From an optimization exercise on the open Yosys and OpenROAD flow, aimed at small area, a short achievable clock period and few clock cycles per item; shortcuts taken in it are not production practice. Where RTL was checked, it was by simulation tests only, not by an equivalence proof against the original. For run 1, only the layout was checked, not whether the RTL still works.

**flow/config.mk**
```make
export PLATFORM = sky130hd
export DESIGN_NAME = ALU
export DESIGN_NICKNAME = ALU
export VERILOG_FILES = /design/flow/design.v
export SDC_FILE = /design/flow/constraint.sdc
export NUM_CORES = 4
export LEC_CHECK = 0
export CAP_MARGIN = 20
export CORE_MARGIN = 2
export CORE_UTILIZATION = 40
export PLACE_DENSITY = 0.6
export SETUP_SLACK_MARGIN = 5
export SLEW_MARGIN = 20
```
**flow/constraint.sdc**
```tcl
create_clock -name core_clock -period 11.0 [get_ports {clk}]
set_input_delay 2.2000 -clock core_clock [delete_from_list [all_inputs] [get_ports {clk}]]
set_output_delay 2.2000 -clock core_clock [all_outputs]
set_load 0.01 [all_outputs]
```
**flow/design.v**
```verilog
module ALU #(
    parameter WIDTH = 32
)(
    input [WIDTH-1:0] num_1,
    input [WIDTH-1:0] num_2,
    input [WIDTH-1:0] sub_reg_input,
    input [3:0] opcode,
    input clk,
    output [WIDTH-1:0] result,
    output [WIDTH-1:0] sub_reg_result,
    output done,
    output [3:0] flag
);
    reg  [3:0] op_r;      
    reg        first_r;   
    reg        rdy_r;     
    reg  [3:0] cnt;
    reg        mul_r;     
    reg        div_r;     
    wire same = (opcode == op_r);
    assign done = rdy_r & same;
    wire s_add = (opcode == 4'd0);
    wire s_sub = (opcode == 4'd1);
    wire s_mul = (opcode == 4'd2);
    wire s_div = (opcode == 4'd3);
    wire s_neg = (opcode == 4'd4);
    wire s_and = (opcode == 4'd5);
    wire s_or  = (opcode == 4'd6);
    wire s_xor = (opcode == 4'd7);
    wire s_not = (opcode == 4'd8);
    wire s_idle = opcode[3] & (opcode[2:0] != 3'd0);
    reg [33:0] H;       
    reg [32:0] L;       
    reg        qm1;     
    reg [31:0] Yr;      
    reg        ovf_r;   
    reg        sz_r;    
    reg        neg_r;   
    reg        w_r;     
    always @(posedge clk) Yr <= opcode[0] ? num_2 : num_1;
    wire [35:0] ys = {{4{Yr[31]}}, Yr};
    wire        sz = sub_reg_input[31];
    wire        sd = num_2[31];
    wire [31:0] n_hi = sub_reg_input ^ {32{sz}};
    wire [31:0] n_lo = num_1 ^ {32{sz}};
    wire [35:0] a_s = {{4{num_1[31]}}, num_1};
    wire [35:0] b_s = {{4{num_2[31]}}, num_2};
    wire        st_b   = s_add | s_sub | s_div;
    wire        st_inv = s_sub | s_neg | (s_div & ~sd);
    wire [35:0] st_m   = (st_b ? b_s : 36'd0) | (s_neg ? a_s : 36'd0);
    wire [35:0] st_x   = ((s_add | s_sub) ? a_s : 36'd0) | (s_div ? {4'b0, n_hi} : 36'd0);
    function [2:0] booth;   
        input b1, b0, bm;
        booth = {b1, (b1 & ~b0 & ~bm) | (~b1 & b0 & bm), b0 ^ bm};
    endfunction
    wire [2:0] bt0 = booth(L[2], L[1], qm1);
    wire [2:0] bt1 = booth(L[4], L[3], L[2]);
    wire       dinv = ~Yr[31];           
    wire        i0 = div_r ? dinv : bt0[2];
    wire        i1 = div_r ? dinv : bt1[2];
    wire [35:0] M0 = div_r ? {ys[34:0], 1'b0} :
                     ((bt0[0] ? ys : 36'd0) | (bt0[1] ? {ys[34:0], 1'b0} : 36'd0));
    wire [35:0] M1 = div_r ? ys :
                     ((bt1[0] ? {ys[33:0], 2'b0} : 36'd0) | (bt1[1] ? {ys[32:0], 3'b0} : 36'd0));
    wire [35:0] X0 = mul_r ? {{2{H[33]}}, H} : {H, L[32], L[31]};
    wire [35:0] S0 = X0 + (M0 ^ {36{i0}}) + {35'd0, i0};
    wire [35:0] O0 = (div_r & S0[35]) ? X0 : S0;
    wire        c1 = first_r ? st_inv : i1;
    wire [35:0] Y1 = (first_r ? st_m : M1) ^ {36{c1}};
    wire [35:0] X1 = first_r ? st_x : O0;
    wire [35:0] S1 = X1 + Y1 + {35'd0, c1};
    wire [35:0] O1 = (div_r & S1[35]) ? X1 : S1;
    wire w0 = (&S0[35:1]) | (w_r & L[32]);
    wire w1 = (&S1) | (w0 & L[31]);
    always @(posedge clk) begin
        op_r  <= opcode;
        mul_r <= s_mul;
        div_r <= s_div;
        if (s_idle) begin
            first_r <= 1'b1;
            rdy_r   <= 1'b0;
        end else if (first_r) begin
            first_r <= 1'b0;
            rdy_r   <= ~(s_mul | s_div) | (s_div & ~S1[35]);
            cnt     <= 4'd0;
        end else if (rdy_r | ~same) begin
            first_r <= 1'b1;
            rdy_r   <= 1'b0;
        end else begin
            cnt     <= cnt + 4'd1;
            rdy_r   <= mul_r ? (cnt == 4'd7) : (cnt == 4'd15);
        end
    end
    always @(posedge clk) begin
        if (first_r) begin
            H     <= s_div ? {2'b0, n_hi} : 34'd0;
            L[32:1] <= s_mul ? num_2 :
                       s_div ? n_lo :
                       s_and ? (num_1 & num_2) :
                       s_or  ? (num_1 | num_2) :
                       s_xor ? (num_1 ^ num_2) :
                       s_not ? ~num_1 : S1[31:0];
            L[0]  <= 1'b0;
            qm1   <= 1'b0;
            ovf_r <= ((s_add | s_sub | s_neg) & (S1[32] ^ S1[31])) | (s_div & ~S1[35]);
            sz_r  <= s_div & sz;
            neg_r <= s_div & (sz ^ sd);
            w_r   <= s_div & sz & (&S1);
        end else begin
            H     <= mul_r ? {{2{S1[35]}}, S1[35:4]} : O1[33:0];
            L     <= mul_r ? {S1[3:0], L[32:5], L[0]} : {L[30:1], ~S0[35], ~S1[35], L[0]};
            qm1   <= L[4];
            w_r   <= sz_r & w1;
        end
    end
    wire [32:0] q = {1'b0, L[32:1] ^ {32{neg_r}}} + {32'd0, neg_r ^ w_r};
    wire l_nz = |L[32:1];
    wire range_ovf = neg_r ? (~q[31] & (l_nz | w_r)) : (q[31] | q[32]);
    wire div_ovf = div_r & (ovf_r | range_ovf);
    assign result = div_ovf ? 32'd0 : q[31:0];
    assign sub_reg_result = (mul_r | (div_r & ~div_ovf & ~w_r)) ? (H[31:0] ^ {32{sz_r}}) : 32'd0;
    assign flag[3] = div_ovf | (~div_r & ovf_r);
    assign flag[2] = div_ovf | (~l_nz & ~w_r & (~mul_r | (H[31:0] == 32'd0)));
    assign flag[1] = ~div_ovf & (mul_r ? H[31] : q[31]);
    assign flag[0] = ~div_r & ovf_r;
endmodule
```
**flow/run.sh**
```bash
#!/bin/bash
# synth_recipe.tcl (not shown) runs the flow's synth.tcl, then flattens the netlist and writes it again
# the make line also repeats each setting of config.mk as NAME=value (left out here)
make -C /OpenROAD-flow-scripts/flow DESIGN_CONFIG=/design/flow/config.mk WORK_HOME=/design/flow/orfs CLKGATE_MAP_FILE= SYNTH_SCRIPT=/design/flow/synth_recipe.tcl finish
```
==> results.txt, run 1 <==
Post-synth ARST share - 0%
Min-Delay Startpoint - cnt[0]
Final Slew Violations - 0
Layout fillers - 4078
Worst-Margin Slew - 1.21 ns
WL/cell - 30.0 um
final worst path period share - 66.3%
number of H-tree levels - 4
WP buf/inv - 9
DR pass1 iterations - 7
FF+latch area - 2400 um^2
root buf cell - clkbuf_16
Max-cap violations - 0
cell row count - 78
CP Data Required Time - 11.40 ns
DIE HEIGHT - 218 um
clock latency (worst-skew pair) - 0.47 ns
clock sink count - 115
unrepaired setup endpoints after global routing - yes
largest net degree at the start of global routing - 91
# hold bufs at CTS - 0
most common cell in the netlist - nand2_1
top cells by count, synth - nand2_1 (230), o21ai_0 (218), a21oi_1 (206)
type of origin of the critical path - flop
Placeable Area - 45300 um^2
Final ANT Viol Nets - 0
multi-input logic area - 18100 um^2
final cell count without fillers - 3509
GRT Resource Usage Total - 42.8%
CP max-delay cell - or4_1
syn avg cell area - 7.14 um^2
FMAX - 137 MHz
Initial Util - 40.4%
nets@finish - 3130
family with the most delay on the worst path - compound AO/OA/AOI/OAI gates
Area growth, synth to finish - 50.8%
register area share after synthesis - 13.0%
DRC - 0
top cell type by total area after synthesis - dfxtp_1
minimum clock period - 7.29 ns
hold depth - 1
cell area after synthesis - 18300 um^2
top cells by area, synth - dfxtp_1 (12%), ha_1 (9.2%), xnor2_1 (8.3%)
status - no timing/DRC/antenna violations
clock skew - 0.0179 ns
cell count after synthesis - 2563
r2r endpoint - w_r
Final Util - 60.9%
Placer Congestion - 1.08
Rel. slew slack - 19.2%
Synth Flop Type - dfxtp_1
Worst Path Arrival - 7.68 ns
Setup CP Type - reg2reg
number of global-route vias before repair - 21900
Overflow after GRT - 0
Die X - 218 um
Syn Nets - 2801
path depth of the worst reg2reg path - 35
initial antenna violation count - 7
worst min-delay path class - reg2reg
dpl cells - 3195
endpoint class of the critical path - flop
final WL - 105000 um
Yosys cell types - 90
setup TNS - 0 ns
Critical R2R Launch - L[1]
CTS tree - done
crit-path max cell delay - 0.50 ns
Worst Hold End - cnt[0]
Crit Path Max Fanout - 7
DR iter-0 viols - 2997
die area - 47400 um^2
CTS Buf Count - 17
PortBufs - 169
Synth top area share - 11.8%
Most common cell on crit path - buf_12
share of cells above drive strength 1 - 33.2%
final hold vios - 0
Via density - 6.65
Reg clk slew, reported paths - 0.08 ns
yosys warns - 1
DR vias - 23300
first-pass GRT wire length - 149000 um
io pins - 170
CTS max path bufs - 2
FF-to-FF setup slack - 3.71 ns
FF+latch count, synth - 115
Detail Placement HPWL - 75000 um
Post-synth EDFFs - 7
setup violators final - 0
[area by class of cell]
cell class | count | share of cell area [%]
Antenna cell | 4 | 0.0363
Clock buffer | 17 | 1.54
Clock inverter | 15 | 0.662
Inverter | 113 | 1.66
Multi-Input combinational cell | 2145 | 65.6
Sequential cell | 115 | 8.70
Tap cell | 600 | 2.72
Timing Repair Buffer | 500 | 19.1
[per-layer routing]
metal,GRT usage [%],part of all wire (%),up-vias
li1,-,-,10100
met1,54.4,39,11400
met2,64.2,43,1486
met3,13.0,12,357
met4,24.2,6.7,6
met5,0,0.038,-
[cells in the final DEF (no fill, tap or decap), types with 24 or more instances in the layout]
cell type	count
dfxtp_1	100
ha_1	92
a211oi_1	24
nand3_1	36
a22oi_1	34
a221o_1	32
ha_4	30
nand2_1	214
a221oi_1	40
xnor2_1	160
clkdlybuf4s50_1	96
and2_4	38
nor2_4	42
xor2_1	82
buf_4	223
nor3_1	27
a211oi_2	24
nand2b_1	24
a21o_1	27
inv_1	106
o21ai_0	158
o21ai_1	30
a21oi_1	148
buf_6	111
mux2i_1	55
o211ai_1	40
buf_12	30
mux2_2	44
a21oi_2	36
nor2_1	153
[worst register-to-register path: cells and delay by family, from the launching register on]
kind                       cells  cell delay (ns)
buffers and inverters          9             1.10
muxes                          1             0.33
and+or+nand+nor                9             1.80
xor gates and xnor gates       1             0.19
AOI/OAI and AO/OA             13             2.80
DFF                            1             0.39
adders and majority gates      2             0.61
[sequential cells by signal, summed over array words and instances (netlist names), 4 cells and up]
| signal | flops |
|---|---|
| H | 34 |
| L | 32 |
| Yr | 32 |
| cnt | 4 |
| op_r | 4 |
[per-stage QoR]
stage | cell area, um^2 | hold slack, ns | setup slack (ns)
6_report | 27600 | 0.591 | 3.71
5_1_grt | 27600 | 0.639 | 3.55
4_1_cts | 26200 | 0.592 | 3.96
3_5_place_dp | 21000 | 0.582 | 1.43
3_3_place_gp | 21000 | 0.577 | 1.54
2_1_floorplan | 19100 | 0.492 | 4.45
[worst max path at each step]
stage	start	endpoint	cells past startpoint
after floorplan	opcode[0]	w_r	20
after global placement	L[2]	H[30]	27
after detailed placement	L[2]	H[30]	27
after CTS	L[1]	w_r	31
after global routing	L[1]	w_r	34
final	L[1]	w_r	35
[timing repair]
item                                    CTS  global route
cloned                                   20             1
resized for setup                       836           195
endpoints found under the setup margin  137           136
pin swaps                               164           103
buffers inserted                        187            70
[cells by family after synthesis]
| family | share of synthesized area [%] |
|---|---|
| compound gates | 32.3 |
| xor+xnor | 13.0 |
| fa+ha+maj | 9.45 |
| buf+inv | 6.49 |
| flops | 13.0 |
| mux | 6.54 |
| simple gates | 19.3 |
==> run 2, diff against run 1 <==
--- a/flow/design.v
+++ b/flow/design.v
@@ -72,4 +72,9 @@
     wire [35:0] O1 = (div_r & S1[35]) ? X1 : S1;
-    wire w0 = (&S0[35:1]) | (w_r & L[32]);
-    wire w1 = (&S1) | (w0 & L[31]);
+    wire [35:0] a0 = X0, b0 = M0 ^ {36{i0}};
+    wire [35:0] a1 = X1, b1 = Y1;
+    wire e0 = (~(a0[1] ^ b0[1]) == ((a0[0] & b0[0]) | ((a0[0] | b0[0]) & i0))) &
+              (&(~(a0[35:2] ^ b0[35:2]) ~^ (a0[34:1] & b0[34:1])));
+    wire e1 = (~(a1[0] ^ b1[0]) == c1) & (&(~(a1[35:1] ^ b1[35:1]) ~^ (a1[34:0] & b1[34:0])));
+    wire w0 = e0 | (w_r & L[32]);
+    wire w1 = e1 | (w0 & L[31]);
     always @(posedge clk) begin
@@ -107,3 +112,3 @@
             neg_r <= s_div & (sz ^ sd);
-            w_r   <= s_div & sz & (&S1);
+            w_r   <= s_div & sz & e1;
         end else begin
==> results.txt, run 2 <==
Overflow after GRT - 0
DR vias - 22600
io pins - 170
final WL - 100000 um
CTS Buf Count - 17
Setup CP Type - reg2reg
Biggest register - H
Worst-Margin Slew - 1.31 ns
clock sink count - 115
final worst path period share - 64.0%
root buf cell - clkbuf_16
FF+latch area - 2400 um^2
syn avg cell area - 7.15 um^2
Critical R2R Launch - L[2]
multi-input logic area - 17800 um^2
Initial Util - 40.6%
Max-cap violations - 0
Yosys cell types - 89
Placeable Area - 46700 um^2
FMAX - 142 MHz
PortBufs - 169
Most common cell on crit path - o21ai_4
CTS max path bufs - 2
most common cell after layout, fill and taps aside - inv_1
Die X - 222 um
Synth Flop Type - dfxtp_1
largest net degree at the start of global routing - 68
Min-Delay Startpoint - cnt[0]
Worst Hold End - cnt[0]
number of H-tree levels - 4
minimum clock period - 7.04 ns
Worst Path Arrival - 7.41 ns
Rel. slew slack - 11.7%
top cells by count, synth - nor2_1 (266), inv_1 (261), nand2_1 (251)
path depth of the worst reg2reg path - 34
yosys warns - 1
design area - 26900 um^2
CTS tree - done
Final ANT Viol Nets - 0
initial antenna violation count - 3
nets@finish - 3248
GRT Resource Usage Total - 38.9%
DIE HEIGHT - 222 um
register area share after synthesis - 12.5%
Syn Nets - 2954
placed inst area - 21200 um^2
r2r endpoint - H[28]
hold depth - 1
unrepaired setup endpoints after global routing - yes
number of flip-flops under the largest register name - 34
clock skew - 0.0149 ns
Reg clk slew, reported paths - 0.06 ns
CP max-delay cell - dfxtp_4
worst min-delay path class - reg2reg
CP Data Required Time - 11.37 ns
most frequent cells in the layout - inv_1 (252), nand2_1 (235), nor2_1 (194)
setup TNS - 0 ns
DR pass1 iterations - 25
share of cells above drive strength 1 - 28.7%
clock latency (worst-skew pair) - 0.46 ns
DRC - 0
status - no timing/DRC/antenna violations
final hold vios - 0
type of origin of the critical path - flop
Via density - 6.34
first-pass GRT wire length - 142000 um
number of global-route vias before repair - 21100
setup violators final - 0
WL/cell - 28.1 um
Area growth, synth to finish - 42.3%
most common cell in the netlist - nor2_1
cell area after synthesis - 18900 um^2
Post-synth EDFFs - 7
Placer Congestion - 1.04
die area - 49100 um^2
Post-synth ARST share - 0%
FF+latch count, synth - 115
cell row count - 79
DR iter-0 viols - 2879
crit-path max cell delay - 0.38 ns
Final Slew Violations - 0
top cells by area, synth - dfxtp_1 (11%), ha_1 (9.0%), xnor2_1 (8.6%)
Synth top area share - 11.4%
top cell type by total area after synthesis - dfxtp_1
Layout fillers - 4287
Crit Path Max Fanout - 8
endpoint class of the critical path - flop
FF-to-FF setup slack - 3.96 ns
Regs by FF count - H x34, L x32, Yr x32
Detail Placement HPWL - 72300 um
cell count after synthesis - 2649
# hold bufs at CTS - 0
run 2: cell count changes in the layout (fill, tap and decap cells not counted), sizes merged, moves of 16 or more:
| cell | before | now |
|---|---|---|
| a21o | 29 | 13 |
| a21oi | 206 | 179 |
| a221o | 32 | 8 |
| a221oi | 52 | 20 |
| a22o | 7 | 32 |
| a31oi | 26 | 42 |
| and2 | 48 | 24 |
| buf | 398 | 346 |
| fa | 2 | 68 |
| inv | 121 | 261 |
| nand2 | 235 | 254 |
| nor2 | 203 | 267 |
| o21ai | 222 | 187 |
run 2: how the worst max path moves through the flow:
stage               start     to  cells past startpoint
global placement    div_r  H[11]                     29
floorplan            L[2]  H[23]                     35
detailed placement  div_r  H[11]                     29
CTS                  L[1]  ovf_r                     34
global route         L[1]  H[29]                     35
finish               L[2]  H[28]                     34
run 2: layer usage:
metal	vias up	share of wire (%)	GRT usage [%]
met4	2	7.5	23.2
li1	9806	-	-
met2	1603	43	59.6
met3	373	12	7.74
met5	-	0.0090	0
met1	10800	38	50.6
run 2: critical path: cells and delay by family, from the launching register on:
family / cells / cell delay [ns]
compound gates: 14 / 2.69
simple gates: 7 / 1.37
fa+ha+maj: 4 / 1.12
buf+inv: 5 / 0.54
mux: 2 / 0.43
xor+xnor: 2 / 0.43
flops: 1 / 0.38
run 2: final cells by class:
type                    count  area share [%]
diodes                      1         0.00929
clock buffers              22            1.72
clock inverters            10           0.399
inverters                 262            3.68
multi-input cells        2098            66.2
flip-flops and latches    115            8.92
well taps                 607            2.82
repair buffers            449            16.3
run 2: per-stage QoR:
step	instances	worst slack (ns)	hold WS [ns]	utilization (%)
after floorplan	2649	4.79	0.533	-
after global placement	3269	2.06	0.570	45.5
after detailed placement	3270	1.92	0.582	45.5
after CTS	3459	4.06	0.591	52.4
after global routing	3563	3.79	0.617	57.7
final	3564	3.96	0.591	57.7
run 2: repair_timing:
action                                 CTS  global route
gates cloned                            22             2
endpoints found under the hold margin    0             0
buffers inserted                       135           101
gates resized for setup                542           404
setup endpoints to repair              137           136
pin swaps                              112           202
run 2: kinds of logic (layout without fill, tap and decap cells):
logic type,count (synthesis),after routing,synth area share [%]
and+or+nand+nor,754,767,18.1
AOI/OAI and AO/OA,745,745,25.5
other,0,1,0
xor gates and xnor gates,290,290,13.5
muxes,90,92,4.98
adders and majority gates,204,204,16.2
buffers and inverters,451,743,9.20
DFF,115,115,12.5
Testbench counts of run 2, summed over its fixed seeds: cycles 159,008, ops 24,000.

static timing again, ports no longer ideal:
The results above use ideal ports. As a check the final layouts listed here were re-extracted and re-timed, cells and wires unchanged. Step 1: set_driving_cell puts a clkbuf_16 on clk and a buf_2 on each other input, an assumption about the parent block. Step 2 also shifts input and output timing later by t, the mid clock arrival at the registers, as if the neighbouring blocks saw the same clock. Slacks: ideal / step 1 / step 2; pairs: ideal / step 1.
run	t, ns	slack for setup (ns)	latest minus earliest clock arrival (ns)	slew at the worst register clock pin (ns)	pins driven straight from the clock port
run 1	0.511	3.711 / 3.711 / 3.345	0.018 / 0.018	0.08 / 0.08	1
run 2	0.508	3.955 / 3.955 / 3.708	0.015 / 0.015	0.07 / 0.07	1
After both steps every run listed still meets setup and hold. The setup slack of run 1, which loses most, moves by 0.000 ns with the drivers and by -0.366 ns with both steps.
